What follows belongs to an exercise in optimizing a design on an open flow for small area and a short achievable clock period; a production flow would make more cautious choices.
The RTL was checked by simulation tests, not by an equivalence proof against the original design.
No activity file was given, so power comes from the tool's default toggle rates.

run A:
==> flow/design.v <==
`timescale 1ns / 1ps
module ColorDetect(
    input reset_n,
    input clk,
    input enable,
    input [23:0] DATA_IN,
    input DATA_IN_VALID,
    input [10:0] X_VALUE,
    input [9:0] Y_VALUE,
    input [1:0] COLOR,
    input [31:0] FRAME_WAIT,
    output [31:0] COORDINATE,
    output READY
    );
    localparam KX = 5;   
    localparam KY = 4;   
    reg ready;
    reg en;
    reg [15:0] frames;
    reg [19:0] count;            
    reg [10:0] x_qs;             
    reg x_neg;                   
    reg [19:0] x_part;           
    reg [9:0] y_qs;
    reg y_neg;
    reg [19:0] y_part;
    wire sof = (X_VALUE == 11'd0) && (Y_VALUE == 10'd0);
    wire run = enable && reset_n;
    wire hit = (frames == FRAME_WAIT[15:0]);
    wire [15:0] frames_inc;
    Increment #(.N(16)) fi (.a(frames), .ci(DATA_IN_VALID && sof), .s(frames_inc));
    always @(posedge clk) begin
        en <= run && hit;
        if (!run || hit)
            frames <= 16'd0;
        else
            frames <= frames_inc;
    end
    always @(posedge clk)
        ready <= (X_VALUE == 11'd1279) && (Y_VALUE == 10'd719) && !ready;
    wire [7:0] r = DATA_IN[23:16];
    wire [7:0] g = DATA_IN[15:8];
    wire [7:0] b = DATA_IN[7:0];
    reg match;
    always @(*) begin
        case (COLOR)
            2'b00: match = (r >= 8'd180) && (g <= 8'd80) && (b <= 8'd80);
            2'b01: match = (r < 8'd80) && (g > 8'd180) && (b < 8'd80);
            2'b10: match = (r < 8'd80) && (g < 8'd80) && (b > 8'd180);
            default: match = (r > 8'd200) && (g > 8'd200) && (b < 8'd80);
        endcase
    end
    wire [10:0] qx;
    wire [19:0] rx;
    wire [9:0] qy;
    wire [19:0] ry;
    CentroidFinish #(.W(11), .K0(KX)) fx (.qs(x_qs), .neg(x_neg), .part(x_part), .d(count), .q(qx), .r(rx));
    CentroidFinish #(.W(10), .K0(KY)) fy (.qs(y_qs), .neg(y_neg), .part(y_part), .d(count), .q(qy), .r(ry));
    wire take = DATA_IN_VALID && match;
    wire [19:0] dn;
    Increment #(.N(20)) ci (.a(count), .ci(take), .s(dn));
    wire nx_neg, ny_neg;
    wire [19:0] nx_part, ny_part;
    wire [10:0] nx_qs;
    wire [9:0] ny_qs;
    CentroidStart #(.W(11), .K0(KX)) sx (.q(qx), .r(rx), .v(X_VALUE), .take(take), .d(dn), .neg(nx_neg), .part(nx_part), .qs(nx_qs));
    CentroidStart #(.W(10), .K0(KY)) sy (.q(qy), .r(ry), .v(Y_VALUE), .take(take), .d(dn), .neg(ny_neg), .part(ny_part), .qs(ny_qs));
    wire clr = !reset_n || !en;
    always @(posedge clk) begin
        if (clr || (DATA_IN_VALID && sof)) begin
            count <= {19'd0, !clr && match};
            x_qs <= 11'd0;
            x_neg <= 1'b0;
            x_part <= 20'd0;
            y_qs <= 10'd0;
            y_neg <= 1'b0;
            y_part <= 20'd0;
        end else begin
            count <= dn;
            x_qs <= nx_qs;
            x_neg <= nx_neg;
            x_part <= nx_part;
            y_qs <= ny_qs;
            y_neg <= ny_neg;
            y_part <= ny_part;
        end
    end
    assign COORDINATE = {5'd0, qx, 6'd0, qy};
    assign READY = ready;
endmodule
module Increment #(parameter N = 8) (
    input [N-1:0] a,
    input ci,
    output [N-1:0] s
    );
    wire [N:0] c;
    assign c[0] = ci;
    genvar j;
    generate
        for (j = 0; j < N; j = j + 1) begin : bit_
            assign s[j] = a[j] ^ c[j];
            assign c[j+1] = a[j] & c[j];
        end
    endgenerate
endmodule
module RippleAdd #(parameter N = 8) (
    input [N-1:0] a,
    input [N-1:0] b,
    input ci,
    output [N-1:0] s,
    output co
    );
    wire [N:0] c;
    assign c[0] = ci;
    genvar j;
    generate
        for (j = 0; j < N; j = j + 1) begin : bit_
            assign s[j] = a[j] ^ b[j] ^ c[j];
            assign c[j+1] = (a[j] & b[j]) | (a[j] & c[j]) | (b[j] & c[j]);
        end
    endgenerate
    assign co = c[N];
endmodule
module RippleSub #(parameter N = 8) (
    input [N-1:0] a,
    input [N-1:0] b,
    output [N-1:0] f,
    output ge
    );
    wire [N:0] bw;
    assign bw[0] = 1'b0;
    genvar j;
    generate
        for (j = 0; j < N; j = j + 1) begin : bit_
            assign bw[j+1] = (~a[j] & (b[j] | bw[j])) | (b[j] & bw[j]);
        end
    endgenerate
    assign f = b ^ bw[N-1:0];
    assign ge = ~bw[N];
endmodule
module DivStage #(parameter W = 11, parameter I = 1) (
    input [W:0] a,
    input [19:0] d,
    output [W:0] an,
    output qb
    );
    localparam K = W + 1 - I;
    wire [K-1:0] f;
    wire ge;
    RippleSub #(.N(K)) sub (.a(a[W:I]), .b(d[K-1:0]), .f(f), .ge(ge));
    assign qb = ge & ~|d[19:K];
    assign an = {a[W:I] ^ (f & {K{qb}}), a[I-1:0]};
endmodule
module CentroidStart #(parameter W = 11, parameter K0 = 4) (
    input [W-1:0] q,
    input [19:0] r,
    input [W-1:0] v,
    input take,
    input [19:0] d,
    output neg,
    output [19:0] part,
    output [W-1:0] qs
    );
    wire [20:0] o1 = {1'b0, r};
    wire [20:0] o2 = {{(21-W){1'b0}}, v & {W{take}}};
    wire [20:0] o3 = {{(21-W){1'b1}}, ~(q & {W{take}})};
    wire [20:0] cs = o1 ^ o2 ^ o3;
    wire [20:0] cc = (o1 & o2) | (o1 & o3) | (o2 & o3);
    wire [20:0] n;
    wire co;
    RippleAdd #(.N(21)) add (.a(cs), .b({cc[19:0], 1'b0}), .ci(1'b1), .s(n), .co(co));
    assign neg = n[20];
    wire [19:0] m = {n[19:W] & {(20-W){~neg}}, n[W-1:0] ^ {W{neg}}};
    wire [W:0] a [K0:W];
    wire [W-1:K0] qhi;
    assign a[W] = m[W:0];
    genvar i;
    generate
        for (i = W - 1; i >= K0; i = i - 1) begin : stage
            DivStage #(.W(W), .I(i)) st (.a(a[i+1]), .d(d), .an(a[i]), .qb(qhi[i]));
        end
    endgenerate
    assign part = {m[19:W+1], a[K0]};
    wire [W-1:K0] qsh;
    wire cqs;
    RippleAdd #(.N(W-K0)) addqs (.a(q[W-1:K0]), .b(qhi ^ {(W-K0){neg}}), .ci(1'b0), .s(qsh), .co(cqs));
    assign qs = {qsh, q[K0-1:0]};
endmodule
module CentroidFinish #(parameter W = 11, parameter K0 = 4) (
    input [W-1:0] qs,
    input neg,
    input [19:0] part,
    input [19:0] d,
    output [W-1:0] q,
    output [19:0] r
    );
    wire [W:0] a [0:K0];
    wire [K0-1:0] qlo;
    assign a[K0] = part[W:0];
    genvar i;
    generate
        for (i = K0 - 1; i >= 1; i = i - 1) begin : stage
            DivStage #(.W(W), .I(i)) st (.a(a[i+1]), .d(d), .an(a[i]), .qb(qlo[i]));
        end
    endgenerate
    wire [19:0] p = {part[19:W+1], a[1]};
    wire [19:0] f0;
    wire ge0;
    RippleSub #(.N(20)) sub0 (.a(p), .b(d), .f(f0), .ge(ge0));
    wire [19:0] t0 = p ^ f0;
    wire [W:0] u;
    wire cu;
    RippleAdd #(.N(W+1)) add2 (.a({d[W-1:0], 1'b0}), .b(~p[W:0]), .ci(1'b0), .s(u), .co(cu));
    assign qlo[0] = ge0;
    assign r = neg ? (ge0 ? {{(19-W){1'b0}}, u} : ~t0) : (p ^ (f0 & {20{ge0}}));
    wire [K0-1:0] ql;
    wire cql;
    RippleAdd #(.N(K0)) addql (.a(qs[K0-1:0]), .b(qlo ^ {K0{neg}}), .ci(1'b0), .s(ql), .co(cql));
    wire [W-1:K0] qh;
    Increment #(.N(W-K0)) incqh (.a(qs[W-1:K0]), .ci(cql), .s(qh));
    assign q = {qh, ql};
endmodule
==> flow/config.mk <==
export PLATFORM = sky130hd
export DESIGN_NAME = ColorDetect
export DESIGN_NICKNAME = ColorDetect
export VERILOG_FILES = /design/flow/design.v
export SDC_FILE = /design/flow/constraint.sdc
export NUM_CORES = 4
export LEC_CHECK = 0
export ABC_AREA = 1
export CAP_MARGIN = 20
export CORE_MARGIN = 2
export CORE_UTILIZATION = 40
export CTS_BUF_LIST = sky130_fd_sc_hd__clkbuf_8
export SLEW_MARGIN = 20
==> flow/constraint.sdc <==
create_clock -name core_clock -period 100.0 [get_ports {clk}]
set_input_delay 20.0000 -clock core_clock [delete_from_list [all_inputs] [get_ports {clk}]]
set_output_delay 20.0000 -clock core_clock [all_outputs]
set_load 0.01 [all_outputs]
standard.sh (not shown) runs the stock make flow with config.mk's settings and CLKGATE_MAP_FILE= SYNTH_SCRIPT=/design/flow/synth_recipe.tcl, a recipe that flattens the netlist after the stock synthesis.
==> flow/flow/run.sh <==
#!/bin/bash
# Standard layout, except: synthesis leaves adders to ABC (no full-adder
# cells), timing repair aims a little past the clock's period (a larger
# setup slack margin), and the port buffers are buf_1 cells.
set -euo pipefail
export BUFFER_PORTS_ARGS="-buffer_cell sky130_fd_sc_hd__buf_1"
bash standard.sh "ADDER_MAP_FILE=" "SETUP_SLACK_MARGIN=65.5" "BUFFER_PORTS_ARGS=-buffer_cell sky130_fd_sc_hd__buf_1" finish > standard.log 2>&1
Run A ended with every stage complete and zero timing, DRC or antenna violations.
Relative to run A, the following input files were edited for run B:
==> flow/flow/run.sh <==
#!/bin/bash
# Standard layout, except: synthesis leaves adders to ABC (no full-adder
# cells), and the port buffers are buf_1 cells.
set -euo pipefail
export BUFFER_PORTS_ARGS="-buffer_cell sky130_fd_sc_hd__buf_1"
bash standard.sh "ADDER_MAP_FILE=" "BUFFER_PORTS_ARGS=-buffer_cell sky130_fd_sc_hd__buf_1" finish > standard.log 2>&1
--- outcome ---
From run B to run A, number of hold-slack violations in the final timing report did not move at all.
| number of filler cells placed in the layout | run B vs run A | 99 higher |
Taking run A as the reference, in run B static leakage shows a reduction of 7.3%; post-route minimum period shows an increase of 1.18 ns; non-clock buffer share of cell area shows a reduction of 3.0 points.
Final standard cell count with taps included and fillers excluded (run B vs. run A) decreases by a few percent
A cell with the largest stage delay on the worst path of sky130_fd_sc_hd__dfxtp_1 is what run B shows, while sky130_fd_sc_hd__dfxtp_4 belongs to run A.
Run A → run B: worst setup slack has decreased; average wire per standard cell has decreased; maximum fanout along the worst path has increased.
The following lists how run C was set up differently from run B:
# run B
export LEC_CHECK = 0
export ABC_AREA = 1
export CAP_MARGIN = 20
export CORE_MARGIN = 2
export CORE_UTILIZATION = 40
export CTS_BUF_LIST = sky130_fd_sc_hd__clkbuf_8
export SLEW_MARGIN = 20
create_clock -name core_clock -period 100.0 [get_ports {clk}]
# run C
export LEC_CHECK = 0
export ABC_AREA = 1
export CAP_MARGIN = 20
export CORE_MARGIN = 2
export CORE_UTILIZATION = 40
export SLEW_MARGIN = 20
create_clock -name core_clock -period 100.0 [get_ports {clk}]
==> results.txt <==
The maximum frequency of run B and that of run C are within noise of each other. Clock transition at the register clock pins on the worst setup and hold paths after CTS: higher on run B. In the tables for run B and run C, growth of design area from synthesis to finish reads higher with run C. Going from run B to run C, relative contribution of sequential cells to total power shrinks by 2.5 points.
Edits applied to the flow inputs when going from run C to run D:
# run C
export LEC_CHECK = 0
export ABC_AREA = 1
export CAP_MARGIN = 20
export CORE_MARGIN = 2
export CORE_UTILIZATION = 40
export SLEW_MARGIN = 20
create_clock -name core_clock -period 100.0 [get_ports {clk}]
# run D
export LEC_CHECK = 0
export ABC_AREA = 1
export CAP_MARGIN = 20
export CORE_MARGIN = 2
export CORE_UTILIZATION = 40
export CTS_BUF_LIST = sky130_fd_sc_hd__clkbuf_8
export SLEW_MARGIN = 20
create_clock -name core_clock -period 100.0 [get_ports {clk}]
==> flow/flow/run.sh <==
#!/bin/bash
# Standard layout, except: synthesis leaves adders to ABC (no full-adder
# cells), timing repair aims a little past the clock's period (a larger
# setup slack margin), and the port buffers are buf_1 cells.
set -euo pipefail
export BUFFER_PORTS_ARGS="-buffer_cell sky130_fd_sc_hd__buf_1"
bash standard.sh "ADDER_MAP_FILE=" "SETUP_SLACK_MARGIN=66.0" "BUFFER_PORTS_ARGS=-buffer_cell sky130_fd_sc_hd__buf_1" finish > standard.log 2>&1
## What came out
In run D relative to run C, cell area had gone up by more than 10%.
Changes observed in run D relative to run C: clock transition at the register clock pins on the worst setup and hold paths after CTS moved up; share of cells above drive strength 1 shows an increase of 11 points; worst setup slack increased 1.22 ns.
Run D finished all stages; the layout is clean.

[static timing again, ports no longer ideal]
The results above use ideal ports. As a check the final layouts listed here were re-extracted and re-timed, cells and wires unchanged. Step 1 assumes that a clkbuf_16 drives the clock port and a buf_2 every other input. Step 2 also shifts input and output timing later by t, the mid clock arrival at the registers, as if the neighbouring blocks saw the same clock. a / b / c = no drivers / after step 1 / after step 2; a / b = the first two.
| run | t, ns | slack for setup (ns) | worst setup path after step 2 | worst data-port slew with drivers (ns) | cell pins on the clock port's net |
|---|---|---|---|---|---|
| run A | 0.468 | 66.532 / 66.484 / 66.952 | register to output | 0.07 | 1 |
| run B | 0.470 | 65.355 / 65.307 / 65.777 | register to output | 0.06 | 1 |
| run C | 0.424 | 65.387 / 65.332 / 65.756 | register to output | 0.06 | 1 |
| run D | 0.469 | 66.612 / 66.563 / 67.032 | register to output | 0.07 | 1 |
After both steps every run listed still meets setup and hold.
